Source: an optimization exercise on an open RTL-to-GDS flow (aim: small area, a short achievable clock period and few clock cycles per item). Production flows keep margins and buffers that such runs may drop. Function was checked by simulation only, so behaviour that the tests miss may differ from the original.

==> design.v <==
module mult_controller #(
    parameter integer WIDTH = 32
)
(
    input logic clk,
    input logic rst_n,
    input logic start,
    input logic signed [WIDTH - 1: 0] multiplicand,
    input logic signed [WIDTH - 1: 0] multiplier,
    output logic signed [2 * WIDTH - 1: 0] product,
    output logic done
);
    logic busy;                   
    logic [1:0] cnt;             
    logic [31:0] pl;              
    logic bprev;                  
    logic [31:0] ph;              
    logic [39:0] q0, q1;          
    wire [31:0] mx = multiplier;
    wire [8:0] wp = {mx[7:0], 1'b0};
    wire [8:0] wr = {pl[7:0], bprev};
    wire [32:0] am = {multiplicand[31], multiplicand};   
    wire [32:0] a2 = {multiplicand, 1'b0};               
    wire [3:0] ng;
    wire [2:0] wp0 = wp[2:0];
    wire onep0 = wp0[0] ^ wp0[1];
    wire twop0 = (wp0[2] & ~wp0[1] & ~wp0[0]) | (~wp0[2] & wp0[1] & wp0[0]);
    wire [2:0] wr0 = wr[2:0];
    wire oner0 = wr0[0] ^ wr0[1];
    wire twor0 = (wr0[2] & ~wr0[1] & ~wr0[0]) | (~wr0[2] & wr0[1] & wr0[0]);
    wire one0 = busy ? oner0 : onep0;
    wire two0 = busy ? twor0 : twop0;
    assign ng[0] = busy ? wr0[2] : wp0[2];
    wire [32:0] x0 = ((am & {33{one0}}) | (a2 & {33{two0}})) ^ {33{ng[0]}};
    wire [2:0] wp1 = wp[4:2];
    wire onep1 = wp1[0] ^ wp1[1];
    wire twop1 = (wp1[2] & ~wp1[1] & ~wp1[0]) | (~wp1[2] & wp1[1] & wp1[0]);
    wire [2:0] wr1 = wr[4:2];
    wire oner1 = wr1[0] ^ wr1[1];
    wire twor1 = (wr1[2] & ~wr1[1] & ~wr1[0]) | (~wr1[2] & wr1[1] & wr1[0]);
    wire one1 = busy ? oner1 : onep1;
    wire two1 = busy ? twor1 : twop1;
    assign ng[1] = busy ? wr1[2] : wp1[2];
    wire [32:0] x1 = ((am & {33{one1}}) | (a2 & {33{two1}})) ^ {33{ng[1]}};
    wire [2:0] wp2 = wp[6:4];
    wire onep2 = wp2[0] ^ wp2[1];
    wire twop2 = (wp2[2] & ~wp2[1] & ~wp2[0]) | (~wp2[2] & wp2[1] & wp2[0]);
    wire [2:0] wr2 = wr[6:4];
    wire oner2 = wr2[0] ^ wr2[1];
    wire twor2 = (wr2[2] & ~wr2[1] & ~wr2[0]) | (~wr2[2] & wr2[1] & wr2[0]);
    wire one2 = busy ? oner2 : onep2;
    wire two2 = busy ? twor2 : twop2;
    assign ng[2] = busy ? wr2[2] : wp2[2];
    wire [32:0] x2 = ((am & {33{one2}}) | (a2 & {33{two2}})) ^ {33{ng[2]}};
    wire [2:0] wp3 = wp[8:6];
    wire onep3 = wp3[0] ^ wp3[1];
    wire twop3 = (wp3[2] & ~wp3[1] & ~wp3[0]) | (~wp3[2] & wp3[1] & wp3[0]);
    wire [2:0] wr3 = wr[8:6];
    wire oner3 = wr3[0] ^ wr3[1];
    wire twor3 = (wr3[2] & ~wr3[1] & ~wr3[0]) | (~wr3[2] & wr3[1] & wr3[0]);
    wire one3 = busy ? oner3 : onep3;
    wire two3 = busy ? twor3 : twop3;
    assign ng[3] = busy ? wr3[2] : wp3[2];
    wire [32:0] x3 = ((am & {33{one3}}) | (a2 & {33{two3}})) ^ {33{ng[3]}};
    wire s1 = ng[1] ^ x0[2];
    wire c2 = ng[1] & x0[2];
    wire s3 = x0[3] ^ x1[1];
    wire c4 = x0[3] & x1[1];
    wire s5 = ng[2] ^ x0[4] ^ x1[2];
    wire c6 = (ng[2] & x0[4]) | (ng[2] & x1[2]) | (x0[4] & x1[2]);
    wire s7 = x2[0] ^ c4;
    wire c8 = x2[0] & c4;
    wire s9 = x0[5] ^ x1[3] ^ x2[1];
    wire c10 = (x0[5] & x1[3]) | (x0[5] & x2[1]) | (x1[3] & x2[1]);
    wire s11 = c6 ^ c8;
    wire c12 = c6 & c8;
    wire s13 = ng[3] ^ x0[6] ^ x1[4];
    wire c14 = (ng[3] & x0[6]) | (ng[3] & x1[4]) | (x0[6] & x1[4]);
    wire s15 = x2[2] ^ x3[0] ^ c10;
    wire c16 = (x2[2] & x3[0]) | (x2[2] & c10) | (x3[0] & c10);
    wire s17 = s13 ^ c12;
    wire c18 = s13 & c12;
    wire s19 = x0[7] ^ x1[5] ^ x2[3];
    wire c20 = (x0[7] & x1[5]) | (x0[7] & x2[3]) | (x1[5] & x2[3]);
    wire s21 = x3[1] ^ c14 ^ s19;
    wire c22 = (x3[1] & c14) | (x3[1] & s19) | (c14 & s19);
    wire s23 = c16 ^ c18;
    wire c24 = c16 & c18;
    wire s25 = x0[8] ^ x1[6] ^ x2[4];
    wire c26 = (x0[8] & x1[6]) | (x0[8] & x2[4]) | (x1[6] & x2[4]);
    wire s27 = x3[2] ^ c20 ^ s25;
    wire c28 = (x3[2] & c20) | (x3[2] & s25) | (c20 & s25);
    wire s29 = c22 ^ s27;
    wire c30 = c22 & s27;
    wire s31 = x0[9] ^ x1[7] ^ x2[5];
    wire c32 = (x0[9] & x1[7]) | (x0[9] & x2[5]) | (x1[7] & x2[5]);
    wire s33 = x3[3] ^ c26 ^ s31;
    wire c34 = (x3[3] & c26) | (x3[3] & s31) | (c26 & s31);
    wire s35 = c28 ^ s33;
    wire c36 = c28 & s33;
    wire s37 = x0[10] ^ x1[8] ^ x2[6];
    wire c38 = (x0[10] & x1[8]) | (x0[10] & x2[6]) | (x1[8] & x2[6]);
    wire s39 = x3[4] ^ c32 ^ s37;
    wire c40 = (x3[4] & c32) | (x3[4] & s37) | (c32 & s37);
    wire s41 = c34 ^ s39;
    wire c42 = c34 & s39;
    wire s43 = x0[11] ^ x1[9] ^ x2[7];
    wire c44 = (x0[11] & x1[9]) | (x0[11] & x2[7]) | (x1[9] & x2[7]);
    wire s45 = x3[5] ^ c38 ^ s43;
    wire c46 = (x3[5] & c38) | (x3[5] & s43) | (c38 & s43);
    wire s47 = c40 ^ s45;
    wire c48 = c40 & s45;
    wire s49 = x0[12] ^ x1[10] ^ x2[8];
    wire c50 = (x0[12] & x1[10]) | (x0[12] & x2[8]) | (x1[10] & x2[8]);
    wire s51 = x3[6] ^ c44 ^ s49;
    wire c52 = (x3[6] & c44) | (x3[6] & s49) | (c44 & s49);
    wire s53 = c46 ^ s51;
    wire c54 = c46 & s51;
    wire s55 = x0[13] ^ x1[11] ^ x2[9];
    wire c56 = (x0[13] & x1[11]) | (x0[13] & x2[9]) | (x1[11] & x2[9]);
    wire s57 = x3[7] ^ c50 ^ s55;
    wire c58 = (x3[7] & c50) | (x3[7] & s55) | (c50 & s55);
    wire s59 = c52 ^ s57;
    wire c60 = c52 & s57;
    wire s61 = x0[14] ^ x1[12] ^ x2[10];
    wire c62 = (x0[14] & x1[12]) | (x0[14] & x2[10]) | (x1[12] & x2[10]);
    wire s63 = x3[8] ^ c56 ^ s61;
    wire c64 = (x3[8] & c56) | (x3[8] & s61) | (c56 & s61);
    wire s65 = c58 ^ s63;
    wire c66 = c58 & s63;
    wire s67 = x0[15] ^ x1[13] ^ x2[11];
    wire c68 = (x0[15] & x1[13]) | (x0[15] & x2[11]) | (x1[13] & x2[11]);
    wire s69 = x3[9] ^ c62 ^ s67;
    wire c70 = (x3[9] & c62) | (x3[9] & s67) | (c62 & s67);
    wire s71 = c64 ^ s69;
    wire c72 = c64 & s69;
    wire s73 = x0[16] ^ x1[14] ^ x2[12];
    wire c74 = (x0[16] & x1[14]) | (x0[16] & x2[12]) | (x1[14] & x2[12]);
    wire s75 = x3[10] ^ c68 ^ s73;
    wire c76 = (x3[10] & c68) | (x3[10] & s73) | (c68 & s73);
    wire s77 = c70 ^ s75;
    wire c78 = c70 & s75;
    wire s79 = x0[17] ^ x1[15] ^ x2[13];
    wire c80 = (x0[17] & x1[15]) | (x0[17] & x2[13]) | (x1[15] & x2[13]);
    wire s81 = x3[11] ^ c74 ^ s79;
    wire c82 = (x3[11] & c74) | (x3[11] & s79) | (c74 & s79);
    wire s83 = c76 ^ s81;
    wire c84 = c76 & s81;
    wire s85 = x0[18] ^ x1[16] ^ x2[14];
    wire c86 = (x0[18] & x1[16]) | (x0[18] & x2[14]) | (x1[16] & x2[14]);
    wire s87 = x3[12] ^ c80 ^ s85;
    wire c88 = (x3[12] & c80) | (x3[12] & s85) | (c80 & s85);
    wire s89 = c82 ^ s87;
    wire c90 = c82 & s87;
    wire s91 = x0[19] ^ x1[17] ^ x2[15];
    wire c92 = (x0[19] & x1[17]) | (x0[19] & x2[15]) | (x1[17] & x2[15]);
    wire s93 = x3[13] ^ c86 ^ s91;
    wire c94 = (x3[13] & c86) | (x3[13] & s91) | (c86 & s91);
    wire s95 = c88 ^ s93;
    wire c96 = c88 & s93;
    wire s97 = x0[20] ^ x1[18] ^ x2[16];
    wire c98 = (x0[20] & x1[18]) | (x0[20] & x2[16]) | (x1[18] & x2[16]);
    wire s99 = x3[14] ^ c92 ^ s97;
    wire c100 = (x3[14] & c92) | (x3[14] & s97) | (c92 & s97);
    wire s101 = c94 ^ s99;
    wire c102 = c94 & s99;
    wire s103 = x0[21] ^ x1[19] ^ x2[17];
    wire c104 = (x0[21] & x1[19]) | (x0[21] & x2[17]) | (x1[19] & x2[17]);
    wire s105 = x3[15] ^ c98 ^ s103;
    wire c106 = (x3[15] & c98) | (x3[15] & s103) | (c98 & s103);
    wire s107 = c100 ^ s105;
    wire c108 = c100 & s105;
    wire s109 = x0[22] ^ x1[20] ^ x2[18];
    wire c110 = (x0[22] & x1[20]) | (x0[22] & x2[18]) | (x1[20] & x2[18]);
    wire s111 = x3[16] ^ c104 ^ s109;
    wire c112 = (x3[16] & c104) | (x3[16] & s109) | (c104 & s109);
    wire s113 = c106 ^ s111;
    wire c114 = c106 & s111;
    wire s115 = x0[23] ^ x1[21] ^ x2[19];
    wire c116 = (x0[23] & x1[21]) | (x0[23] & x2[19]) | (x1[21] & x2[19]);
    wire s117 = x3[17] ^ c110 ^ s115;
    wire c118 = (x3[17] & c110) | (x3[17] & s115) | (c110 & s115);
    wire s119 = c112 ^ s117;
    wire c120 = c112 & s117;
    wire s121 = x0[24] ^ x1[22] ^ x2[20];
    wire c122 = (x0[24] & x1[22]) | (x0[24] & x2[20]) | (x1[22] & x2[20]);
    wire s123 = x3[18] ^ c116 ^ s121;
    wire c124 = (x3[18] & c116) | (x3[18] & s121) | (c116 & s121);
    wire s125 = c118 ^ s123;
    wire c126 = c118 & s123;
    wire s127 = x0[25] ^ x1[23] ^ x2[21];
    wire c128 = (x0[25] & x1[23]) | (x0[25] & x2[21]) | (x1[23] & x2[21]);
    wire s129 = x3[19] ^ c122 ^ s127;
    wire c130 = (x3[19] & c122) | (x3[19] & s127) | (c122 & s127);
    wire s131 = c124 ^ s129;
    wire c132 = c124 & s129;
    wire s133 = x0[26] ^ x1[24] ^ x2[22];
    wire c134 = (x0[26] & x1[24]) | (x0[26] & x2[22]) | (x1[24] & x2[22]);
    wire s135 = x3[20] ^ c128 ^ s133;
    wire c136 = (x3[20] & c128) | (x3[20] & s133) | (c128 & s133);
    wire s137 = c130 ^ s135;
    wire c138 = c130 & s135;
    wire s139 = x0[27] ^ x1[25] ^ x2[23];
    wire c140 = (x0[27] & x1[25]) | (x0[27] & x2[23]) | (x1[25] & x2[23]);
    wire s141 = x3[21] ^ c134 ^ s139;
    wire c142 = (x3[21] & c134) | (x3[21] & s139) | (c134 & s139);
    wire s143 = c136 ^ s141;
    wire c144 = c136 & s141;
    wire s145 = x0[28] ^ x1[26] ^ x2[24];
    wire c146 = (x0[28] & x1[26]) | (x0[28] & x2[24]) | (x1[26] & x2[24]);
    wire s147 = x3[22] ^ c140 ^ s145;
    wire c148 = (x3[22] & c140) | (x3[22] & s145) | (c140 & s145);
    wire s149 = c142 ^ s147;
    wire c150 = c142 & s147;
    wire s151 = x0[29] ^ x1[27] ^ x2[25];
    wire c152 = (x0[29] & x1[27]) | (x0[29] & x2[25]) | (x1[27] & x2[25]);
    wire s153 = x3[23] ^ c146 ^ s151;
    wire c154 = (x3[23] & c146) | (x3[23] & s151) | (c146 & s151);
    wire s155 = c148 ^ s153;
    wire c156 = c148 & s153;
    wire s157 = x0[30] ^ x1[28] ^ x2[26];
    wire c158 = (x0[30] & x1[28]) | (x0[30] & x2[26]) | (x1[28] & x2[26]);
    wire s159 = x3[24] ^ c152 ^ s157;
    wire c160 = (x3[24] & c152) | (x3[24] & s157) | (c152 & s157);
    wire s161 = c154 ^ s159;
    wire c162 = c154 & s159;
    wire s163 = x0[31] ^ x1[29] ^ x2[27];
    wire c164 = (x0[31] & x1[29]) | (x0[31] & x2[27]) | (x1[29] & x2[27]);
    wire s165 = x3[25] ^ c158 ^ s163;
    wire c166 = (x3[25] & c158) | (x3[25] & s163) | (c158 & s163);
    wire s167 = c160 ^ s165;
    wire c168 = c160 & s165;
    wire s169 = x1[30] ^ x2[28] ^ x3[26];
    wire c170 = (x1[30] & x2[28]) | (x1[30] & x3[26]) | (x2[28] & x3[26]);
    wire s171 = x0[32] ^ c164 ^ s169;
    wire c172 = (x0[32] & c164) | (x0[32] & s169) | (c164 & s169);
    wire s173 = c166 ^ s171;
    wire c174 = c166 & s171;
    wire s175 = x1[31] ^ x2[29] ^ x3[27];
    wire c176 = (x1[31] & x2[29]) | (x1[31] & x3[27]) | (x2[29] & x3[27]);
    wire s177 = x0[32] ^ c170 ^ s175;
    wire c178 = (x0[32] & c170) | (x0[32] & s175) | (c170 & s175);
    wire s179 = c172 ^ s177;
    wire c180 = c172 & s177;
    wire s181 = ~x1[32] ^ x2[30] ^ x3[28];
    wire c182 = (~x1[32] & x2[30]) | (~x1[32] & x3[28]) | (x2[30] & x3[28]);
    wire s183 = ~x0[32] ^ c176 ^ s181;
    wire c184 = (~x0[32] & c176) | (~x0[32] & s181) | (c176 & s181);
    wire s185 = c178 ^ s183;
    wire c186 = c178 & s183;
    wire s187 = 1'b1 ^ x2[31] ^ x3[29];
    wire c188 = (1'b1 & x2[31]) | (1'b1 & x3[29]) | (x2[31] & x3[29]);
    wire s189 = c182 ^ s187 ^ c184;
    wire c190 = (c182 & s187) | (c182 & c184) | (s187 & c184);
    wire s191 = ~x2[32] ^ x3[30] ^ c188;
    wire c192 = (~x2[32] & x3[30]) | (~x2[32] & c188) | (x3[30] & c188);
    wire s193 = 1'b1 ^ x3[31];
    wire c194 = 1'b1 & x3[31];
    always_ff @(posedge clk) begin
        q0 <= {1'b1, ~x3[32], c192, c190, c186, c180, c174, c168, c162, c156, c150, c144, c138, c132, c126, c120, c114, c108, c102, c96, c90, c84, c78, c72, c66, c60, c54, c48, c42, c36, c30, c24, s21, s15, s9, s5, c2, x1[0], x0[1], x0[0]};
        q1 <= {1'b0, c194, s193, s191, s189, s185, s179, s173, s167, s161, s155, s149, s143, s137, s131, s125, s119, s113, s107, s101, s95, s89, s83, s77, s71, s65, s59, s53, s47, s41, s35, s29, s23, s17, s11, s7, s3, s1, 1'b0, ng[0]};
    end
    wire [39:0] acc = {{8{ph[31]}}, ph};
    wire [39:0] t0 = acc ^ q0 ^ q1;
    wire [39:0] t1 = {(acc[38:0] & q0[38:0]) | (acc[38:0] & q1[38:0]) | (q0[38:0] & q1[38:0]), 1'b0};
    wire [39:0] sum = t0 + t1;
    always_ff @(posedge clk or negedge rst_n) begin
        if (!rst_n) begin
            busy <= 1'b0;
            cnt  <= '0;
            done <= 1'b0;
        end else if (busy) begin
            cnt  <= cnt + 1'b1;
            if (cnt == 2'd3) begin
                busy <= 1'b0;
                done <= 1'b1;
            end
        end else if (start) begin
            busy <= 1'b1;
            cnt  <= '0;
            done <= 1'b0;
        end
    end
    always_ff @(posedge clk) begin
        if (busy) begin
            pl    <= {sum[7:0], pl[31:8]};
            ph    <= sum[39:8];
            bprev <= pl[7];
        end else if (start) begin
            ph    <= '0;
            pl    <= {8'd0, mx[31:8]};
            bprev <= mx[7];
        end
    end
    assign product = {ph, pl};
endmodule
==> flow/run.sh <==
#!/bin/bash
# The standard layout, except that the port buffers are plain buffers
# (sky130_fd_sc_hd__buf_1, which timing repair may resize) instead of the
# delay cells buffer_ports picks by default.
set -euo pipefail
echo 'export BUFFER_PORTS_ARGS = -buffer_cell sky130_fd_sc_hd__buf_1' >> config.mk
bash standard.sh > standard.log 2>&1
==> standard.sh <==
#!/bin/bash
# synth_recipe.tcl (not shown) runs the flow's synth.tcl, then flattens the netlist and writes it again
# the make line also repeats each setting of config.mk as NAME=value (left out here)
make -C /OpenROAD-flow-scripts/flow DESIGN_CONFIG=/design/flow/config.mk WORK_HOME=/design/flow/orfs CLKGATE_MAP_FILE= SYNTH_SCRIPT=/design/flow/synth_recipe.tcl "${@:-finish}"
==> config.mk <==
export PLATFORM = sky130hd
export DESIGN_NAME = mult_controller
export DESIGN_NICKNAME = mult_controller
export VERILOG_FILES = /design/flow/design.v
export SDC_FILE = /design/flow/constraint.sdc
export NUM_CORES = 4
export LEC_CHECK = 0
export ABC_AREA = 1
export CAP_MARGIN = 20
export CORE_MARGIN = 2
export CORE_UTILIZATION = 40
export CTS_BUF_LIST = sky130_fd_sc_hd__clkbuf_8
export SETUP_SLACK_MARGIN = 1.3
export SLEW_MARGIN = 20
export BUFFER_PORTS_ARGS = -buffer_cell sky130_fd_sc_hd__buf_1
==> constraint.sdc <==
create_clock -name core_clock -period 4.5 [get_ports {clk}]
set_input_delay 0.9000 -clock core_clock [delete_from_list [all_inputs] [get_ports {clk}]]
set_output_delay 0.9000 -clock core_clock [all_outputs]
set_load 0.01 [all_outputs]
==> results of run 1 <==
stage by stage:
step	hold WS, ns	area (um2)	cells	util (%)
after floorplan	0.453	12300	1480	-
final	0.258	13800	2014	45.4
after detailed placement	0.486	13100	1974	43.0
after CTS	0.234	13500	2008	44.4
after global placement	0.480	13100	1974	43.0
after global routing	0.249	13800	2014	45.4
cells in the mapped netlist (all sizes together) (11+ instances only):
cell | number | area [um2]
buf | 37 | 250
a21oi | 62 | 310
xor2 | 132 | 1160
nand2 | 348 | 1310
edfxtp | 65 | 1950
ha | 74 | 926
inv | 239 | 897
nor2 | 109 | 409
nand3 | 31 | 155
fa | 101 | 2020
dfxtp | 77 | 1540
o21ai | 35 | 186
clkbuf | 11 | 41.3
o22ai | 121 | 757
sequential cells by signal, indices dropped and copies added (netlist names):
register / count
ph: 32
pl: 32
bprev: 1
q0: 39
q1: 38
done: 1
busy: 1
cnt: 2
logic make-up after synthesis:
group                    count (synthesis)  share of synthesized area [%]
buffers and inverters                  288                           9.71
XOR/XNOR                               133                           9.49
adder cells (fa/ha/maj)                175                           24.0
flip-flops                             146                           29.3
AND/OR/NAND/NOR                        499                           15.8
AO/OA/AOI/OAI                          239                           11.8
layout make-up:
type	instances	area share (%)
Timing Repair Buffer	154	5.45
Tap cell	396	3.59
Sequential cell	146	26.0
Inverter	240	6.65
Clock buffer	18	1.79
Clock inverter	14	0.925
Multi-Input combinational cell	1046	55.5
metal layers:
layer | global-route usage [%] | wire length, um
met3 | 3.18 | 1850
met2 | 32.5 | 14900
met5 | 0 | 0
met1 | 31.6 | 16200
met4 | 7.19 | 872
path summary, 6_finish.rpt:
kind | cells past startpoint | startpoint | end | slack (ns)
setup / recovery | 12 | busy | q1[29] | 1.39
hold / removal | 1 | rst_n | cnt[0] | 0.26
setup reg to reg | 12 | busy | q1[29] | 1.39
hold reg to reg | 1 | cnt[0] | cnt[0] | 0.50
max in group asynchronous | 1 | rst_n | busy | 4.03
min in group core_clock | 1 | cnt[0] | cnt[0] | 0.50
critical path, delay by kind of cell (launching register included):
kind | cells | cell delay [ns]
xor+xnor | 1 | 0.21
flops | 1 | 0.44
fa+ha+maj | 3 | 1.34
simple gates | 3 | 0.26
buf+inv | 3 | 0.39
compound gates | 2 | 0.33
timing repair:
item                                   CTS  global route
hold buffers                             0             0
endpoints found under the hold margin    0             0
gates resized for setup                  7            53
setup endpoints to repair               58            60
setup buffers                            2             6
pin swaps                                0            18
==> impl_metrics.env, run 1 <==
export IMPL_diodes=0
export IMPL_initial_utilization_pct=40.4
export IMPL_portBuffers=131
export IMPL_rsz0062_at_grt="yes"
export IMPL_avgSynthCellArea_um2=8.30
export IMPL_drt_pass1_iter_count=5
export IMPL_crit_path_max_fanout=32
export IMPL_drive_gt1_share_pct=6.18
export IMPL_grt_pass1_wl_um=53200
export IMPL_finClkSkew_ns=0.0231
export IMPL_gp_congestion=0.897
export IMPL_setup_violations=0
export IMPL_areaGrowthSynthToFinish_pct=12.4
export IMPL_tightestPinTransition_ns=0.708
export IMPL_die_area_um2=32100
export IMPL_wl_um=33900
export IMPL_io_pin_count=132
export IMPL_syn_area_um2=12300
export IMPL_slowest_delay_ns=0.55
export IMPL_die_h_um=179
export IMPL_synthesis_nets=1722
export IMPL_vias_per_cell=5.01
export IMPL_via_count=10100
export IMPL_drtAntennaViolNets=0
export IMPL_grt_max_degree=64
export IMPL_final_common_cell="nand2_1"
export IMPL_grt_overflow=0
export IMPL_yosys_warnings=1
export IMPL_layout_min_cycle_time_ns=3.11
export IMPL_multi_input_area_um2=7670
export IMPL_cts_htree_levels=4
export IMPL_mostFrequentLayoutCells="nand2_1 (344), inv_1 (233), buf_1 (130)"
export IMPL_clockBufferDepth=2
export IMPL_antenna_found_initial=0
export IMPL_ys_types=34
export IMPL_drc=0
export IMPL_cts_tree="built"
export IMPL_min_period_over_period_pct=69.2
export IMPL_synth_ff_type="dfxtp_1"
export IMPL_pre_cts_ws_ns=0.788
export IMPL_wl_per_cell_um=16.8
export IMPL_seqCellArea_um2=3590
export IMPL_max_freq_ghz=0.321
export IMPL_hold_violations=0
export IMPL_outcome="no timing/DRC/antenna violations"
export IMPL_drt_iter0_drc=894
export IMPL_nets=1847
export IMPL_ys_ff_latch=146
export IMPL_grt_usage_pct=21.6
export IMPL_fp_row_count=64
export IMPL_async_flop_share_pct=2.74
export IMPL_worst_setup_path_start_kind="flip-flop"
export IMPL_drv_cap=0
export IMPL_clock_sinks=146
export IMPL_crit_arrival_ns=3.45
export IMPL_post_dp_hpwl_um=26600
export IMPL_fp_dieW_um=179
export IMPL_final_setup_tns_ns=0
export IMPL_clk_pin_slew_ns=0.09
export IMPL_synthCells=1480
export IMPL_clock_latency_ns=0.47
export IMPL_setup_slack_ns=1.39
export IMPL_core_area_um2=30400
export IMPL_grt_pass1_vias=9912
export IMPL_synth_edf_count=65
export IMPL_slowest_stage="fa_1"
export IMPL_crit_required_ns=4.84
export IMPL_cp_end_kind="flip-flop"
export IMPL_ys_seq_area_share_pct=29.3
export IMPL_fill_cells=3093
export IMPL_path_cells="buf_6 -> nand2_1 -> nor2_1 -> a31oi_1 -> nand2_1 -> buf_12 -> o22ai_2 -> xor2_1 -> fa_1 -> fa_1 -> inv_1 -> ha_1"
export IMPL_slew_headroom_pct=52.8
export IMPL_cts_made_buffers=17
export IMPL_drv_slew=0
export IMPL_root_buffer="clkbuf_8"
export IMPL_critPathKind="reg -> reg"
export IMPL_hold_class="in -> async"
Testbench counts, summed over its fixed seeds: cycles 8,008, items 1,600.
==> run 2, diff against run 1 <==
--- a/config.mk
+++ b/config.mk
@@ -12,4 +12,5 @@
 export CTS_BUF_LIST = sky130_fd_sc_hd__clkbuf_8
 export SETUP_SLACK_MARGIN = 1.3
 export SLEW_MARGIN = 20
+export TNS_END_PERCENT = 30
 export BUFFER_PORTS_ARGS = -buffer_cell sky130_fd_sc_hd__buf_1
==> impl_metrics.env, run 2 <==
export IMPL_outcome="no timing/DRC/antenna violations"
export IMPL_seqCellArea_um2=3590
export IMPL_clockBufferDepth=2
export IMPL_r2r_end="q1[27]"
export IMPL_synth_top_area_share_pct=16.5
export IMPL_avgSynthCellArea_um2=8.30
export IMPL_grt_max_degree=65
export IMPL_drt_pass1_iter_count=5
export IMPL_gp_congestion=0.884
export IMPL_reg2reg_setup_slack_ns=1.25
export IMPL_hold_class="in -> async"
export IMPL_ff2ff_path_depth=12
export IMPL_async_flop_share_pct=2.74
export IMPL_hold_violations=0
export IMPL_top_register="q0"
export IMPL_synthesis_nets=1722
export IMPL_final_common_cell="nand2_1"
export IMPL_drtAntennaViolNets=0
export IMPL_clock_sinks=146
export IMPL_die_h_um=179
export IMPL_synth_ff_type="dfxtp_1"
export IMPL_drv_cap=0
export IMPL_ys_ff_latch=146
export IMPL_reg_top3="q0: 39 flops, q1: 38 flops"
export IMPL_yosys_warnings=1
export IMPL_rsz0062_at_grt="yes"
export IMPL_nets=1861
export IMPL_netlist_top_cells_area="fa_1 (16%), edfxtp_1 (16%), dfxtp_1 (13%)"
export IMPL_grt_usage_pct=22.4
export IMPL_antenna_found_initial=0
export IMPL_cts_tree="built"
export IMPL_vias_per_cell=5.08
export IMPL_ys_types=34
export IMPL_crit_arrival_ns=3.60
export IMPL_fp_dieW_um=179
export IMPL_max_freq_ghz=0.308
export IMPL_finClkSkew_ns=0.0233
export IMPL_placed_cells=1972
export IMPL_root_buffer="clkbuf_8"
export IMPL_ctsHoldBuffers=0
export IMPL_cts_htree_levels=4
export IMPL_core_area_um2=30400
export IMPL_cts_made_buffers=17
export IMPL_ys_seq_area_share_pct=29.3
export IMPL_clk_pin_slew_ns=0.10
export IMPL_synth_most_common_cell="nand2_1"
export IMPL_drt_iter0_drc=1107
export IMPL_initial_utilization_pct=40.4
export IMPL_slew_headroom_pct=36.4
export IMPL_clock_latency_ns=0.48
export IMPL_min_period_over_period_pct=72.2
export IMPL_fp_row_count=64
export IMPL_yosysTopAreaCell="fa_1"
export IMPL_largest_reg_flops=39
export IMPL_setup_violations=0
export IMPL_areaGrowthSynthToFinish_pct=15.1
export IMPL_final_core_util_pct=46.4
export IMPL_final_cells=2028
export IMPL_drc=0
export IMPL_grt_pass1_wl_um=55000
export IMPL_wl_um=35700
export IMPL_synthCells=1480
export IMPL_crit_required_ns=4.85
export IMPL_diodes=0
export IMPL_via_count=10300
export IMPL_layout_min_cycle_time_ns=3.25
export IMPL_drive_gt1_share_pct=7.60
export IMPL_wl_per_cell_um=17.6
export IMPL_crit_path_max_fanout=8
export IMPL_grt_overflow=0
export IMPL_worstReg2RegStart="busy"
export IMPL_synthTopCellsByCount="nand2_1 (347), inv_1 (234), xor2_1 (132), o22ai_1 (121), nor2_1 (109)"
export IMPL_synth_edf_count=65
export IMPL_critPathKind="reg -> reg"
export IMPL_final_setup_tns_ns=0
export IMPL_cp_end_kind="flip-flop"
export IMPL_multi_input_area_um2=7730
export IMPL_tightestPinTransition_ns=0.954
export IMPL_fill_cells=3013
export IMPL_io_pin_count=132
export IMPL_worst_setup_path_start_kind="flip-flop"
export IMPL_mostFrequentLayoutCells="nand2_1 (340), inv_1 (232), xor2_1 (131)"
export IMPL_die_area_um2=32100
export IMPL_grt_pass1_vias=10000
export IMPL_drv_slew=0
export IMPL_portBuffers=131
export IMPL_syn_area_um2=12300
export IMPL_post_dp_hpwl_um=26700
## run 2: cells by family after synthesis
family / after synthesis / share of synthesized area [%]
DFF: 146 / 29.3
and+or+nand+nor: 499 / 15.8
xor gates and xnor gates: 133 / 9.49
buffers and inverters: 288 / 9.71
AOI/OAI and AO/OA: 239 / 11.8
adders and majority gates: 175 / 24.0
## run 2: what timing repair did
action                                  CTS  global route
buffers inserted                          8             9
pin swaps                                 1            18
cloned                                    2             5
endpoints found under the setup margin   68            53
gates resized for setup                  22            55
## run 2: layout make-up
type | instances | share of cell area, %
repair buffers | 167 | 6.76
repair inverters | 1 | 0.0620
inverters | 240 | 6.71
clock inverters | 15 | 1.19
multi-input cells | 1046 | 54.7
well taps | 396 | 3.51
flip-flops and latches | 146 | 25.4
clock buffers | 17 | 1.66
## run 2: how the worst max path moves through the flow
stage | to | cells past startpoint | slack, ns | start
4_1_cts | q1[27] | 12 | 1.28 | busy
5_1_grt | q1[27] | 12 | 1.19 | busy
2_1_floorplan | q1[20] | 11 | 1.27 | multiplier[2]
6_report | q1[27] | 12 | 1.25 | busy
3_5_place_dp | q1[29] | 11 | 0.48 | multiplier[1]
3_3_place_gp | q1[29] | 11 | 0.51 | multiplier[1]
## run 2: critical path, cell delays in order (launching register included)
cell and delay [ns]:
dfrtp_2 0.49, inv_4 0.13, buf_12 0.12, nor2_1 0.05, a22oi_2 0.24, nand2_4 0.13
buf_12 0.18, o22ai_2 0.16, xor2_1 0.27, fa_1 0.49, fa_1 0.55, inv_1 0.05
ha_1 0.28
## run 2: stage by stage
| step | setup WS [ns] | hold WS (ns) | area [um2] |
|---|---|---|---|
| 6_report | 1.25 | 0.236 | 14100 |
| 5_1_grt | 1.19 | 0.218 | 14100 |
| 3_3_place_gp | 0.506 | 0.477 | 13100 |
| 3_5_place_dp | 0.479 | 0.486 | 13100 |
| 2_1_floorplan | 1.27 | 0.453 | 12300 |
| 4_1_cts | 1.28 | 0.214 | 13700 |
## run 2: metal layers
metal	track usage, %	vias to the layer above	part of all wire, %
li1	-	5031	-
met1	33.1	4852	47
met2	34.4	364	44
met3	3.27	49	6.4
met4	5.81	0	2.4
met5	0	-	0
==> run 3, diff against run 2 <==
--- a/config.mk
+++ b/config.mk
@@ -12,5 +12,5 @@
 export CTS_BUF_LIST = sky130_fd_sc_hd__clkbuf_8
 export SETUP_SLACK_MARGIN = 1.3
 export SLEW_MARGIN = 20
-export TNS_END_PERCENT = 30
+export TNS_END_PERCENT = 60
 export BUFFER_PORTS_ARGS = -buffer_cell sky130_fd_sc_hd__buf_1
==> impl_metrics.env, run 3 <==
export IMPL_core_area_um2=30400
export IMPL_syn_area_um2=12300
export IMPL_nets=1860
export IMPL_seqCellArea_um2=3590
export IMPL_diodes=0
export IMPL_die_area_um2=32100
export IMPL_reg_top3="q0: 39 flops, q1: 38 flops"
export IMPL_hold_violations=0
export IMPL_grt_pass1_wl_um=54900
export IMPL_wl_per_cell_um=17.5
export IMPL_gr_max_usage_layer="met2"
export IMPL_drive_gt1_share_pct=7.79
export IMPL_max_freq_ghz=0.315
export IMPL_hold_class="in -> async"
export IMPL_synth_edf_count=65
export IMPL_reg2reg_setup_slack_ns=1.33
export IMPL_largest_reg_flops=39
export IMPL_drv_cap=0
export IMPL_areaGrowthSynthToFinish_pct=15.1
export IMPL_drt_pass1_iter_count=5
export IMPL_synthMuxAreaShare_pct=0
export IMPL_synthTopCellsByCount="nand2_1 (347), inv_1 (234), xor2_1 (132), o22ai_1 (121), nor2_1 (109)"
export IMPL_gp_congestion=0.886
export IMPL_setup_violations=0
export IMPL_synthCells=1480
export IMPL_pre_cts_ws_ns=0.500
export IMPL_wl_um=35400
export IMPL_ys_ff_latch=146
export IMPL_grt_pass1_vias=10000
export IMPL_grt_usage_pct=22.2
export IMPL_ys_seq_area_share_pct=29.3
export IMPL_yosys_warnings=1
export IMPL_crit_path_max_fanout=10
export IMPL_fill_cells=2993
export IMPL_cts_made_buffers=17
export IMPL_mostFrequentLayoutCells="nand2_1 (343), inv_1 (233), buf_1 (130)"
export IMPL_fp_row_count=64
export IMPL_netlist_top_cells_area="fa_1 (16%), edfxtp_1 (16%), dfxtp_1 (13%)"
export IMPL_portBuffers=131
export IMPL_crit_arrival_ns=3.52
export IMPL_synthesis_nets=1722
export IMPL_critPathKind="reg -> reg"
export IMPL_synth_compound_area_share_pct=11.8
export IMPL_io_pin_count=132
export IMPL_via_count=10400
export IMPL_finClkSkew_ns=0.0291
export IMPL_synth_most_common_cell="nand2_1"
export IMPL_clock_latency_ns=0.49
export IMPL_final_common_cell="nand2_1"
export IMPL_crit_required_ns=4.85
export IMPL_grt_max_degree=64
export IMPL_cts_htree_levels=4
export IMPL_die_h_um=179
export IMPL_worstReg2RegStart="busy"
export IMPL_grtUsageMet2_pct=34.2
export IMPL_ys_types=34
export IMPL_initial_utilization_pct=40.4
export IMPL_root_buffer="clkbuf_8"
export IMPL_antenna_found_initial=0
export IMPL_cts_tree="built"
export IMPL_synth_simple_area_share_pct=15.8
export IMPL_vias_per_cell=5.15
export IMPL_clk_pin_slew_ns=0.09
export IMPL_post_dp_hpwl_um=26700
export IMPL_avgSynthCellArea_um2=8.30
export IMPL_yosysTopAreaCell="fa_1"
export IMPL_rsz0062_at_grt="yes"
export IMPL_drt_iter0_drc=1000
export IMPL_outcome="no timing/DRC/antenna violations"
export IMPL_synth_top_family_by_area="adder cells"
export IMPL_setup_slack_ns=1.33
export IMPL_multi_input_area_um2=7780
export IMPL_clockBufferDepth=2
export IMPL_synth_ff_type="dfxtp_1"
export IMPL_min_period_over_period_pct=70.5
export IMPL_grt_met1_usage_pct=32.8
export IMPL_drtAntennaViolNets=0
export IMPL_clock_sinks=146
export IMPL_tightestPinTransition_ns=0.697
export IMPL_synth_xor_area_share_pct=9.49
export IMPL_cp_end_kind="flip-flop"
export IMPL_met3_usage_pct=3.16
export IMPL_async_flop_share_pct=2.74
export IMPL_synth_fa_ha_area_share_pct=24.0
export IMPL_synth_top_area_share_pct=16.5
export IMPL_grt_overflow=0
export IMPL_ff2ff_path_depth=11
export IMPL_r2r_end="q1[22]"
export IMPL_final_core_util_pct=46.5
export IMPL_final_setup_tns_ns=0
export IMPL_top_register="q0"
export IMPL_fp_dieW_um=179
export IMPL_slew_headroom_pct=53.5
export IMPL_layout_min_cycle_time_ns=3.17
export IMPL_drv_slew=0
export IMPL_worst_setup_path_start_kind="flip-flop"
export IMPL_drc=0
## run 3: changes by cell type in the layout (fill, tap and decap cells not counted), sizes merged
cell	previous run	this run
inv	249	248
buf	161	160
clkinvlp	1	0
bufinv	2	4
bufbuf	2	1
a21oi	62	63
## run 3: final cells by class
| type | count | area share, % |
|---|---|---|
| flip-flops and latches | 146 | 25.4 |
| repair inverters | 2 | 0.124 |
| clock inverters | 14 | 1.34 |
| repair buffers | 164 | 6.20 |
| well taps | 396 | 3.50 |
| clock buffers | 18 | 1.75 |
| inverters | 240 | 6.63 |
| multi-input cells | 1047 | 55.0 |
## run 3: cell families (layout without fill, tap and decap cells)
family,count (synthesis),after routing
AO/OA/AOI/OAI,239,240
XOR/XNOR,133,133
adder cells (fa/ha/maj),175,175
buffers and inverters,288,438
flip-flops,146,146
AND/OR/NAND/NOR,499,499
## run 3: what timing repair did
action                                 CTS  global route
hold buffers                             0             0
pin swaps                                1            30
resized for setup                       14            64
setup endpoints to repair               64            51
endpoints found under the hold margin    0             0
setup buffers                            3            11
cloned                                   2             4
## run 3: worst max-delay path by stage
stage / slack (ns) / from / cells past startpoint / endpoint
floorplan: 1.27 / multiplier[2] / 11 / q1[22]
global placement: 0.52 / multiplier[1] / 11 / q1[29]
global route: 1.23 / busy / 12 / q1[20]
finish: 1.33 / busy / 11 / q1[22]
CTS: 1.30 / ph[0] / 16 / ph[25]
detailed placement: 0.50 / multiplier[1] / 11 / q1[29]
## run 3: critical path, stage by stage, from the launching register on
cell	delay [ns]
dfrtp_2	0.45
clkinv_4	0.09
buf_12	0.15
o31ai_4	0.41
buf_6	0.18
inv_6	0.06
o22ai_1	0.14
xor2_1	0.25
fa_1	0.46
fa_1	0.54
inv_1	0.04
ha_1	0.27
## run 3: routing by layer
metal / part of all wire [%] / up-vias
met1: 47 / 4968
met5: 0 / -
met3: 6.3 / 51
met4: 1.8 / 0
met2: 44 / 380
li1: - / 5041
## run 3: metrics by stage
stage | instances | cell area, um2 | hold WS, ns
final | 2027 | 14100 | 0.242
after CTS | 2012 | 13700 | 0.217
after global placement | 1975 | 13100 | 0.472
after floorplan | 1480 | 12300 | 0.453
after detailed placement | 1975 | 13100 | 0.485
after global routing | 2027 | 14100 | 0.249
==> run 4, diff against run 3 <==
--- a/config.mk
+++ b/config.mk
@@ -10,7 +10,6 @@
 export CORE_MARGIN = 2
 export CORE_UTILIZATION = 40
 export CTS_BUF_LIST = sky130_fd_sc_hd__clkbuf_8
-export SETUP_SLACK_MARGIN = 1.3
+export SETUP_SLACK_MARGIN = 1.2
 export SLEW_MARGIN = 20
-export TNS_END_PERCENT = 60
 export BUFFER_PORTS_ARGS = -buffer_cell sky130_fd_sc_hd__buf_1
==> impl_metrics.env, run 4 <==
export IMPL_outcome="no timing/DRC/antenna violations"
export IMPL_clock_latency_ns=0.47
export IMPL_cts_htree_levels=4
export IMPL_post_dp_hpwl_um=26700
export IMPL_die_h_um=179
export IMPL_top_register="q0"
export IMPL_largest_reg_flops=39
export IMPL_grt_usage_pct=22.5
export IMPL_root_buffer="clkbuf_8"
export IMPL_nets=1854
export IMPL_grt_max_degree=66
export IMPL_ys_ff_latch=146
export IMPL_areaGrowthSynthToFinish_pct=12.9
export IMPL_synth_simple_area_share_pct=15.8
export IMPL_crit_required_ns=4.84
export IMPL_drv_cap=0
export IMPL_syn_area_um2=12300
export IMPL_drc=0
export IMPL_core_area_um2=30400
export IMPL_wl_met3_um=2250
export IMPL_drv_slew=0
export IMPL_vias_per_cell=5.12
export IMPL_grt_pass1_wl_um=55500
export IMPL_path_cells="buf_4 -> nand2_1 -> o21ai_2 -> buf_4 -> clkinv_1 -> buf_4 -> xor2_1 -> fa_1 -> fa_1 -> inv_1 -> ha_1"
export IMPL_layout_min_cycle_time_ns=3.20
export IMPL_yosysTopAreaCell="fa_1"
export IMPL_grt_pass1_vias=10100
export IMPL_cts_tree="built"
export IMPL_synthCells=1480
export IMPL_worst_setup_path_start_kind="flip-flop"
export IMPL_slowest_stage="fa_1"
export IMPL_final_common_cell="nand2_1"
export IMPL_seqCellArea_um2=3590
export IMPL_hold_class="in -> async"
export IMPL_finClkSkew_ns=0.0204
export IMPL_ctsHoldBuffers=0
export IMPL_die_area_um2=32100
export IMPL_yosys_warnings=1
export IMPL_pre_cts_ws_ns=0.484
export IMPL_portBuffers=131
export IMPL_wl_met2_um=15200
export IMPL_fp_dieW_um=179
export IMPL_drt_pass1_iter_count=5
export IMPL_multi_input_area_um2=7660
export IMPL_path_common_cell="buf_4"
export IMPL_crit_path_max_fanout=21
export IMPL_async_flop_share_pct=2.74
export IMPL_ys_seq_area_share_pct=29.3
export IMPL_netlist_top_cells_area="fa_1 (16%), edfxtp_1 (16%), dfxtp_1 (13%)"
export IMPL_critPathKind="reg -> reg"
export IMPL_initial_utilization_pct=40.4
export IMPL_fill_cells=3094
export IMPL_drtAntennaViolNets=0
export IMPL_crit_arrival_ns=3.54
export IMPL_tightestPinTransition_ns=0.886
export IMPL_slowest_delay_ns=0.59
export IMPL_clockBufferDepth=2
export IMPL_clk_pin_slew_ns=0.10
export IMPL_stdcell_area_um2=13900
export IMPL_setup_slack_ns=1.30
export IMPL_fp_row_count=64
export IMPL_ys_types=34
export IMPL_hold_violations=0
export IMPL_drt_iter0_drc=898
export IMPL_synth_ff_type="dfxtp_1"
export IMPL_min_period_over_period_pct=71.1
export IMPL_synth_xor_area_share_pct=9.49
export IMPL_final_setup_tns_ns=0
export IMPL_grt_overflow=0
export IMPL_max_freq_ghz=0.312
export IMPL_reg_top3="q0: 39 flops, q1: 38 flops"
export IMPL_synth_edf_count=65
export IMPL_clock_sinks=146
export IMPL_avgSynthCellArea_um2=8.30
export IMPL_synth_top_family_by_area="adder cells"
export IMPL_synth_fa_ha_area_share_pct=24.0
export IMPL_synthTopCellsByCount="nand2_1 (347), inv_1 (234), xor2_1 (132), o22ai_1 (121), nor2_1 (109)"
export IMPL_gp_congestion=0.900
export IMPL_antenna_found_initial=0
export IMPL_via_count=10300
export IMPL_drive_gt1_share_pct=6.34
export IMPL_synth_top_area_share_pct=16.5
export IMPL_drt_met1_wl_um=16500
export IMPL_rsz0062_at_grt="yes"
export IMPL_synth_compound_area_share_pct=11.8
export IMPL_synth_most_common_cell="nand2_1"
export IMPL_synthMuxAreaShare_pct=0
export IMPL_synthesis_nets=1722
export IMPL_setup_violations=0
export IMPL_slew_headroom_pct=40.9
export IMPL_cts_made_buffers=17
export IMPL_diodes=0
export IMPL_dr_max_layer_used="met4"
export IMPL_mostFrequentLayoutCells="nand2_1 (344), inv_1 (232), buf_1 (130)"
export IMPL_io_pin_count=132
export IMPL_cp_end_kind="flip-flop"
export IMPL_wl_per_cell_um=17.2
export IMPL_placed_cell_area_um2=13100
export IMPL_wl_um=34800
==> run 4: routing by layer <==
| layer | vias to the layer above | GRT usage (%) |
|---|---|---|
| met5 | - | 0 |
| met4 | 0 | 7.90 |
| met3 | 54 | 2.97 |
| met2 | 399 | 33.4 |
| met1 | 4869 | 33.3 |
| li1 | 5019 | - |
==> run 4: cells by family after synthesis <==
kind of cell,after synthesis
compound gates,239
xor+xnor,133
fa+ha+maj,175
buf+inv,288
flops,146
simple gates,499
==> run 4: critical path, delay by kind of cell (launching register included) <==
kind                     cells  cell delay (ns)
buffers and inverters        5             0.83
XOR/XNOR                     1             0.25
AO/OA/AOI/OAI                1             0.07
AND/OR/NAND/NOR              1             0.10
flip-flops                   1             0.49
adder cells (fa/ha/maj)      3             1.35
==> run 4: stage by stage <==
stage	cells	hold slack [ns]	util, %
global placement	1975	0.473	43.1
finish	2021	0.248	45.6
global route	2021	0.245	45.6
floorplan	1480	0.453	-
detailed placement	1975	0.490	43.1
CTS	2017	0.225	44.9
==> run 4: final cells by class <==
type                       count  share of cell area [%]
clock inverter                15                    1.19
sequential                   146                    25.9
tap                          396                    3.57
multi-input combinational   1047                    55.2
inverter                     240                    6.61
timing repair buffer         160                    5.80
clock buffer                  17                    1.69
==> run 4: repair_timing <==
item                                    in CTS  in global routing
buffers inserted                             8                  4
gates resized for setup                     15                 37
endpoints found under the setup margin      60                 47
gates cloned                                 2                  0
pin swaps                                    3                 18
==> run 4: worst paths after layout <==
path | slack [ns] | end | depth (start not counted) | from
hold reg to reg | 0.51 | cnt[0] | 1 | cnt[0]
max in group asynchronous | 4.05 | busy | 1 | rst_n
hold / removal | 0.25 | done | 1 | rst_n
setup / recovery | 1.30 | q1[14] | 11 | busy
setup reg to reg | 1.30 | q1[14] | 11 | busy
min in group core_clock | 0.51 | cnt[0] | 1 | cnt[0]
==> run 5, diff against run 4 <==
==> flow/run.sh (replaced) <==
#!/bin/bash
# The standard layout, except that:
# - the port buffers are plain buffers (sky130_fd_sc_hd__buf_1, which timing
#   repair may resize) instead of the delay cells buffer_ports picks;
# - synthesis maps adders with yosys's own Brent-Kung carry lookahead instead
#   of the Kogge-Stone extra map (any non-empty SYNTH_OPERATIONS_ARGS drops
#   it; -noshare is already on every synth call).
set -euo pipefail
echo 'export BUFFER_PORTS_ARGS = -buffer_cell sky130_fd_sc_hd__buf_1' >> config.mk
echo 'export SYNTH_OPERATIONS_ARGS = -noshare' >> config.mk
bash standard.sh > standard.log 2>&1
--- a/config.mk
+++ b/config.mk
@@ -10,6 +10,7 @@
 export CORE_MARGIN = 2
 export CORE_UTILIZATION = 40
 export CTS_BUF_LIST = sky130_fd_sc_hd__clkbuf_8
-export SETUP_SLACK_MARGIN = 1.2
+export SETUP_SLACK_MARGIN = 1.3
 export SLEW_MARGIN = 20
 export BUFFER_PORTS_ARGS = -buffer_cell sky130_fd_sc_hd__buf_1
+export SYNTH_OPERATIONS_ARGS = -noshare
==> impl_metrics.env, run 5 <==
export IMPL_outcome="no timing/DRC/antenna violations"
export IMPL_drt_pass1_iter_count=7
export IMPL_wl_met2_um=15000
export IMPL_slew_headroom_pct=51.7
export IMPL_synthCells=1106
export IMPL_drc=0
export IMPL_crit_path_max_fanout=9
export IMPL_min_period_over_period_pct=71.7
export IMPL_tightestPinTransition_ns=0.723
export IMPL_drive_gt1_share_pct=24.2
export IMPL_gp_congestion=0.843
export IMPL_crit_required_ns=4.85
export IMPL_critPathKind="reg -> reg"
export IMPL_cp_end_kind="flip-flop"
export IMPL_fp_row_count=61
export IMPL_pre_cts_ws_ns=0.594
export IMPL_synth_ff_type="dfxtp_1"
export IMPL_cts_made_buffers=17
export IMPL_fill_cells=2484
export IMPL_reg_top3="q0: 39 flops, q1: 38 flops"
export IMPL_grt_overflow=0
export IMPL_wl_met3_um=1210
export IMPL_placed_cells=1587
export IMPL_drt_met1_wl_um=13300
export IMPL_clk_pin_slew_ns=0.10
export IMPL_netlist_top_cells_area="fa_1 (21%), edfxtp_1 (17%), dfxtp_1 (13%)"
export IMPL_top_register="q0"
export IMPL_initial_utilization_pct=41.0
export IMPL_grt_pass1_vias=8505
export IMPL_ctsHoldBuffers=0
export IMPL_rsz0062_at_grt="yes"
export IMPL_largest_reg_flops=39
export IMPL_cts_tree="built"
export IMPL_grt_max_degree=34
export IMPL_vias_per_cell=4.98
export IMPL_cts_htree_levels=4
export IMPL_fp_dieW_um=173
export IMPL_clockBufferDepth=2
export IMPL_reg2reg_setup_slack_ns=1.27
export IMPL_drv_cap=0
export IMPL_syn_area_um2=11500
export IMPL_ff2ff_path_depth=13
export IMPL_synthTopCellsByCount="inv_1 (165), nand2_1 (151), xor2_1 (142), fa_1 (119), o22ai_1 (91)"
export IMPL_setup_violations=0
export IMPL_nets=1559
export IMPL_layout_min_cycle_time_ns=3.23
export IMPL_root_buffer="clkbuf_8"
export IMPL_yosys_warnings=1
export IMPL_synth_most_common_cell="inv_1"
export IMPL_max_freq_ghz=0.310
export IMPL_dr_max_layer_used="met4"
export IMPL_die_h_um=173
export IMPL_crit_arrival_ns=3.58
export IMPL_mostFrequentLayoutCells="inv_1 (157), nand2_1 (138), buf_1 (128)"
export IMPL_ys_ff_latch=146
export IMPL_async_flop_share_pct=2.74
export IMPL_yosysTopAreaCell="fa_1"
export IMPL_ys_seq_area_share_pct=31.3
export IMPL_synth_edf_count=65
export IMPL_clock_latency_ns=0.48
export IMPL_hold_violations=0
export IMPL_hold_class="in -> async"
export IMPL_grt_pass1_wl_um=46000
export IMPL_areaGrowthSynthToFinish_pct=27.6
export IMPL_final_setup_tns_ns=0
export IMPL_worstReg2RegStart="busy"
export IMPL_final_cells=1691
export IMPL_core_area_um2=28000
export IMPL_drtAntennaViolNets=0
export IMPL_drt_iter0_drc=607
export IMPL_portBuffers=131
export IMPL_final_common_cell="inv_1"
export IMPL_critical_path_startpoint="busy"
export IMPL_ys_types=44
export IMPL_multi_input_area_um2=7910
export IMPL_avgSynthCellArea_um2=10.4
export IMPL_finClkSkew_ns=0.0203
export IMPL_post_dp_hpwl_um=20800
export IMPL_wl_per_cell_um=17.9
export IMPL_r2r_end="q1[8]"
export IMPL_synthesis_nets=1365
export IMPL_setup_slack_ns=1.27
export IMPL_clock_sinks=146
export IMPL_drv_slew=0
export IMPL_io_pin_count=132
export IMPL_synth_top_area_share_pct=20.8
export IMPL_via_count=8424
export IMPL_die_area_um2=30000
export IMPL_diodes=0
export IMPL_worst_setup_path_start_kind="flip-flop"
export IMPL_grt_usage_pct=19.5
export IMPL_antenna_found_initial=0
export IMPL_wl_um=30200
export IMPL_seqCellArea_um2=3600
[run 5: timing repair]
action	4_1_cts	5_1_grt
setup buffers	18	40
gates cloned	2	12
pin swaps	31	68
resized for setup	56	117
endpoints found under the setup margin	76	68
[run 5: area by class of cell]
cell class                      count  share of cell area, %
Timing Repair inverter              2                  0.137
Tap cell                          378                   3.23
Clock inverter                     15                   1.25
Inverter                          169                   4.62
Timing Repair Buffer              221                   10.5
Multi-Input combinational cell    743                   54.0
Sequential cell                   146                   24.6
Clock buffer                       17                   1.60
[run 5: worst max path at each step]
stage                  end  slack [ns]  depth (start not counted)
floorplan           q1[35]        1.27                         11
global placement    q1[26]        0.65                         11
detailed placement  q1[35]        0.59                         11
CTS                 ph[23]        1.27                         20
global route         q1[8]        1.15                         13
finish               q1[8]        1.27                         13
[run 5: critical path: stages, from the launching register on]
cell	delay (ns)
dfrtp_4	0.43
buf_12	0.18
nor2_4	0.06
nor2_4	0.18
nor2_4	0.05
a31oi_4	0.22
buf_6	0.14
buf_12	0.15
o22ai_2	0.09
xor2_1	0.18
fa_1	0.55
inv_1	0.06
fa_1	0.49
ha_1	0.31
[run 5: logic make-up (layout without fill, tap and decap cells)]
kind of cell / after synthesis / count (layout) / share of synthesized area [%]
and+or+nand+nor: 228 / 228 / 7.88
buffers and inverters: 217 / 424 / 8.50
adders and majority gates: 192 / 192 / 28.7
AOI/OAI and AO/OA: 172 / 172 / 12.0
xor gates and xnor gates: 151 / 151 / 11.5
DFF: 146 / 146 / 31.3
[run 5: through the flow]
stage	util (%)	area [um2]	hold WS, ns
global route	52.2	14600	0.221
floorplan	-	11700	0.453
finish	52.2	14600	0.241
CTS	47.9	13400	0.217
global placement	44.7	12500	0.474
detailed placement	44.7	12500	0.486
[run 5: layer usage]
layer  global-route usage, %  vias up
li1                        -     3984
met1                    26.2     4181
met2                    32.6      216
met3                    3.46       43
met4                    5.01        0
met5                       0        -
==> run 6, diff against run 5 <==
==> flow/run.sh (replaced) <==
#!/bin/bash
# The standard layout, except that the port buffers are plain buffers
# (sky130_fd_sc_hd__buf_1, which timing repair may resize) instead of the
# delay cells buffer_ports picks by default, and timing repair may swap a
# cell for one of another footprint.
set -euo pipefail
bash standard.sh "BUFFER_PORTS_ARGS=-buffer_cell sky130_fd_sc_hd__buf_1" MATCH_CELL_FOOTPRINT=0 finish > standard.log 2>&1
--- a/config.mk
+++ b/config.mk
@@ -12,5 +12,3 @@
 export CTS_BUF_LIST = sky130_fd_sc_hd__clkbuf_8
 export SETUP_SLACK_MARGIN = 1.3
 export SLEW_MARGIN = 20
-export BUFFER_PORTS_ARGS = -buffer_cell sky130_fd_sc_hd__buf_1
-export SYNTH_OPERATIONS_ARGS = -noshare
==> impl_metrics.env, run 6 <==
export IMPL_core_area_um2=30400
export IMPL_die_h_um=179
export IMPL_slowest_delay_ns=0.55
export IMPL_cts_tree="built"
export IMPL_ys_seq_area_share_pct=29.3
export IMPL_synth_top_family_by_area="adder cells"
export IMPL_grt_pass1_wl_um=53200
export IMPL_die_area_um2=32100
export IMPL_worst_path_buf_inv=3
export IMPL_synth_simple_area_share_pct=15.8
export IMPL_crit_required_ns=4.84
export IMPL_io_pin_count=132
export IMPL_critPathKind="reg -> reg"
export IMPL_synthesis_nets=1722
export IMPL_drt_iter0_drc=894
export IMPL_yosysTopAreaCell="fa_1"
export IMPL_worst_setup_path_start_kind="flip-flop"
export IMPL_async_flop_share_pct=2.74
export IMPL_stdcell_area_um2=13800
export IMPL_root_buffer="clkbuf_8"
export IMPL_synth_fa_ha_area_share_pct=24.0
export IMPL_final_setup_tns_ns=0
export IMPL_via_count=10100
export IMPL_tightestPinTransition_ns=0.708
export IMPL_nets=1847
export IMPL_hold_violations=0
export IMPL_syn_area_um2=12300
export IMPL_drtAntennaViolNets=0
export IMPL_synth_edf_count=65
export IMPL_drive_gt1_share_pct=6.18
export IMPL_clock_sinks=146
export IMPL_drc=0
export IMPL_slew_headroom_pct=52.8
export IMPL_hold_class="in -> async"
export IMPL_avgSynthCellArea_um2=8.30
export IMPL_worstReg2RegStart="busy"
export IMPL_post_dp_hpwl_um=26600
export IMPL_ys_ff_latch=146
export IMPL_top_register="q0"
export IMPL_crit_path_max_fanout=32
export IMPL_synth_compound_area_share_pct=11.8
export IMPL_synth_ff_type="dfxtp_1"
export IMPL_synth_most_common_cell="nand2_1"
export IMPL_drt_pass1_iter_count=5
export IMPL_ctsHoldBuffers=0
export IMPL_grt_overflow=0
export IMPL_placed_cell_area_um2=13100
export IMPL_fp_row_count=64
export IMPL_grt_max_degree=64
export IMPL_synth_xor_area_share_pct=9.49
export IMPL_areaGrowthSynthToFinish_pct=12.4
export IMPL_cts_made_buffers=17
export IMPL_vias_per_cell=5.01
export IMPL_critical_path_startpoint="busy"
export IMPL_clock_latency_ns=0.47
export IMPL_clockBufferDepth=2
export IMPL_max_freq_ghz=0.321
export IMPL_mostFrequentLayoutCells="nand2_1 (344), inv_1 (233), buf_1 (130)"
export IMPL_rsz0062_at_grt="yes"
export IMPL_outcome="no timing/DRC/antenna violations"
export IMPL_finClkSkew_ns=0.0231
export IMPL_final_common_cell="nand2_1"
export IMPL_antenna_found_initial=0
export IMPL_wl_um=33900
export IMPL_cts_htree_levels=4
export IMPL_wl_met3_um=1850
export IMPL_path_cells="buf_6 -> nand2_1 -> nor2_1 -> a31oi_1 -> nand2_1 -> buf_12 -> o22ai_2 -> xor2_1 -> fa_1 -> fa_1 -> inv_1 -> ha_1"
export IMPL_synthCells=1480
export IMPL_wl_per_cell_um=16.8
export IMPL_layout_min_cycle_time_ns=3.11
export IMPL_grt_usage_pct=21.6
export IMPL_drt_met1_wl_um=16200
export IMPL_cp_end_kind="flip-flop"
export IMPL_synth_top_area_share_pct=16.5
export IMPL_synthTopCellsByCount="nand2_1 (347), inv_1 (234), xor2_1 (132), o22ai_1 (121), nor2_1 (109)"
export IMPL_grt_pass1_vias=9912
export IMPL_fp_dieW_um=179
export IMPL_wl_met2_um=14900
export IMPL_reg_top3="q0: 39 flops, q1: 38 flops"
export IMPL_gp_congestion=0.897
export IMPL_diodes=0
export IMPL_synthMuxAreaShare_pct=0
export IMPL_min_period_over_period_pct=69.2
export IMPL_initial_utilization_pct=40.4
export IMPL_drv_cap=0
export IMPL_drv_slew=0
export IMPL_path_delay_family="adder cells"
export IMPL_worst_hold_slack_ns=0.258
export IMPL_clk_pin_slew_ns=0.09
export IMPL_largest_reg_flops=39
export IMPL_portBuffers=131
export IMPL_yosys_warnings=1
export IMPL_netlist_top_cells_area="fa_1 (16%), edfxtp_1 (16%), dfxtp_1 (13%)"
export IMPL_crit_arrival_ns=3.45
export IMPL_ys_types=34
export IMPL_dr_max_layer_used="met4"
export IMPL_setup_violations=0
export IMPL_slowest_stage="fa_1"
## run 6: cell count changes after synthesis, sizes merged, moves of 4 or more
| cell | delta |
|---|---|
| o21a | +6 |
| xor2 | -10 |
| nor3 | +4 |
| o21ai | +31 |
| buf | -7 |
| xnor2 | -8 |
| inv | +70 |
| fa | -18 |
| nand3 | +22 |
| nor2 | +47 |
| nand2 | +194 |
| a21oi | +40 |
| clkbuf | +7 |
## run 6: what timing repair did
item | in CTS | in global routing
pin swaps | 0 | 18
endpoints found under the setup margin | 58 | 60
gates resized for setup | 10 | 53
buffers inserted | 2 | 6
## run 6: cell type report
type / count / area, um2
flip-flops and latches: 146 / 3590
multi-input cells: 1046 / 7670
fillers: 3093 / 16600
clock inverters: 14 / 128
well taps: 396 / 495
inverters: 240 / 918
clock buffers: 18 / 248
repair buffers: 154 / 752
## run 6: logic make-up after synthesis
kind of cell | count (synthesis)
buffers and inverters | 288
adder cells (fa/ha/maj) | 175
AND/OR/NAND/NOR | 499
flip-flops | 146
XOR/XNOR | 133
AO/OA/AOI/OAI | 239
## run 6: routing by layer
layer	global-route usage, %	up-vias
met5	0	-
met3	3.18	44
met4	7.19	0
li1	-	5011
met2	32.5	291
met1	31.6	4750
## run 6: final timing paths
path / endpoint / slack, ns / cells after the start
max in group asynchronous: busy / 4.03 / 1
max reg2reg: q1[29] / 1.39 / 12
min: cnt[0] / 0.26 / 1
max: q1[29] / 1.39 / 12
min in group core_clock: cnt[0] / 0.50 / 1
min reg2reg: cnt[0] / 0.50 / 1
## run 6: metrics by stage
stage / setup slack (ns) / util [%] / instances
global route: 1.28 / 45.4 / 2014
floorplan: 1.27 / - / 1480
CTS: 1.30 / 44.4 / 2008
global placement: 0.827 / 43.0 / 1974
detailed placement: 0.788 / 43.0 / 1974
finish: 1.39 / 45.4 / 2014

-- port drivers added, routing unchanged --
How much do the figures lean on ideal ports? The routed layouts below were timed once more, with nothing changed but the port constraints. Step 1 sets driving cells, clkbuf_16 on the clock port and buf_2 on the other inputs (assumed; they add their load-dependent delay and slew). Step 2 times the ports against the registers' clock, not the clock port: input delays grow and output delays shrink by t, the midpoint of the rising clock arrivals with the driver on. Slacks: no drivers / after step 1 / after step 2; pairs: no drivers / after step 1.
run	shift t [ns]	slack for setup (ns)	hold WS [ns]	worst data-port slew with drivers (ns)	pins driven straight from the clock port
run 1	0.500	1.387 / 1.387 / 0.933	0.258 / 0.243 / 0.497	0.04	1
run 2	0.516	1.250 / 1.250 / 0.862	0.236 / 0.208 / 0.503	0.04	1
run 3	0.518	1.329 / 1.330 / 0.906	0.242 / 0.220 / 0.500	0.04	1
run 4	0.500	1.299 / 1.299 / 0.862	0.248 / 0.237 / 0.506	0.04	1
run 5	0.510	1.273 / 1.273 / 0.796	0.241 / 0.219 / 0.504	0.07	1
run 6	0.500	1.387 / 1.387 / 0.933	0.258 / 0.243 / 0.497	0.04	1
After both steps every run listed still meets setup and hold. The setup slack of run 5, which loses most, moves by 0.000 ns with the drivers and by -0.477 ns with both steps.
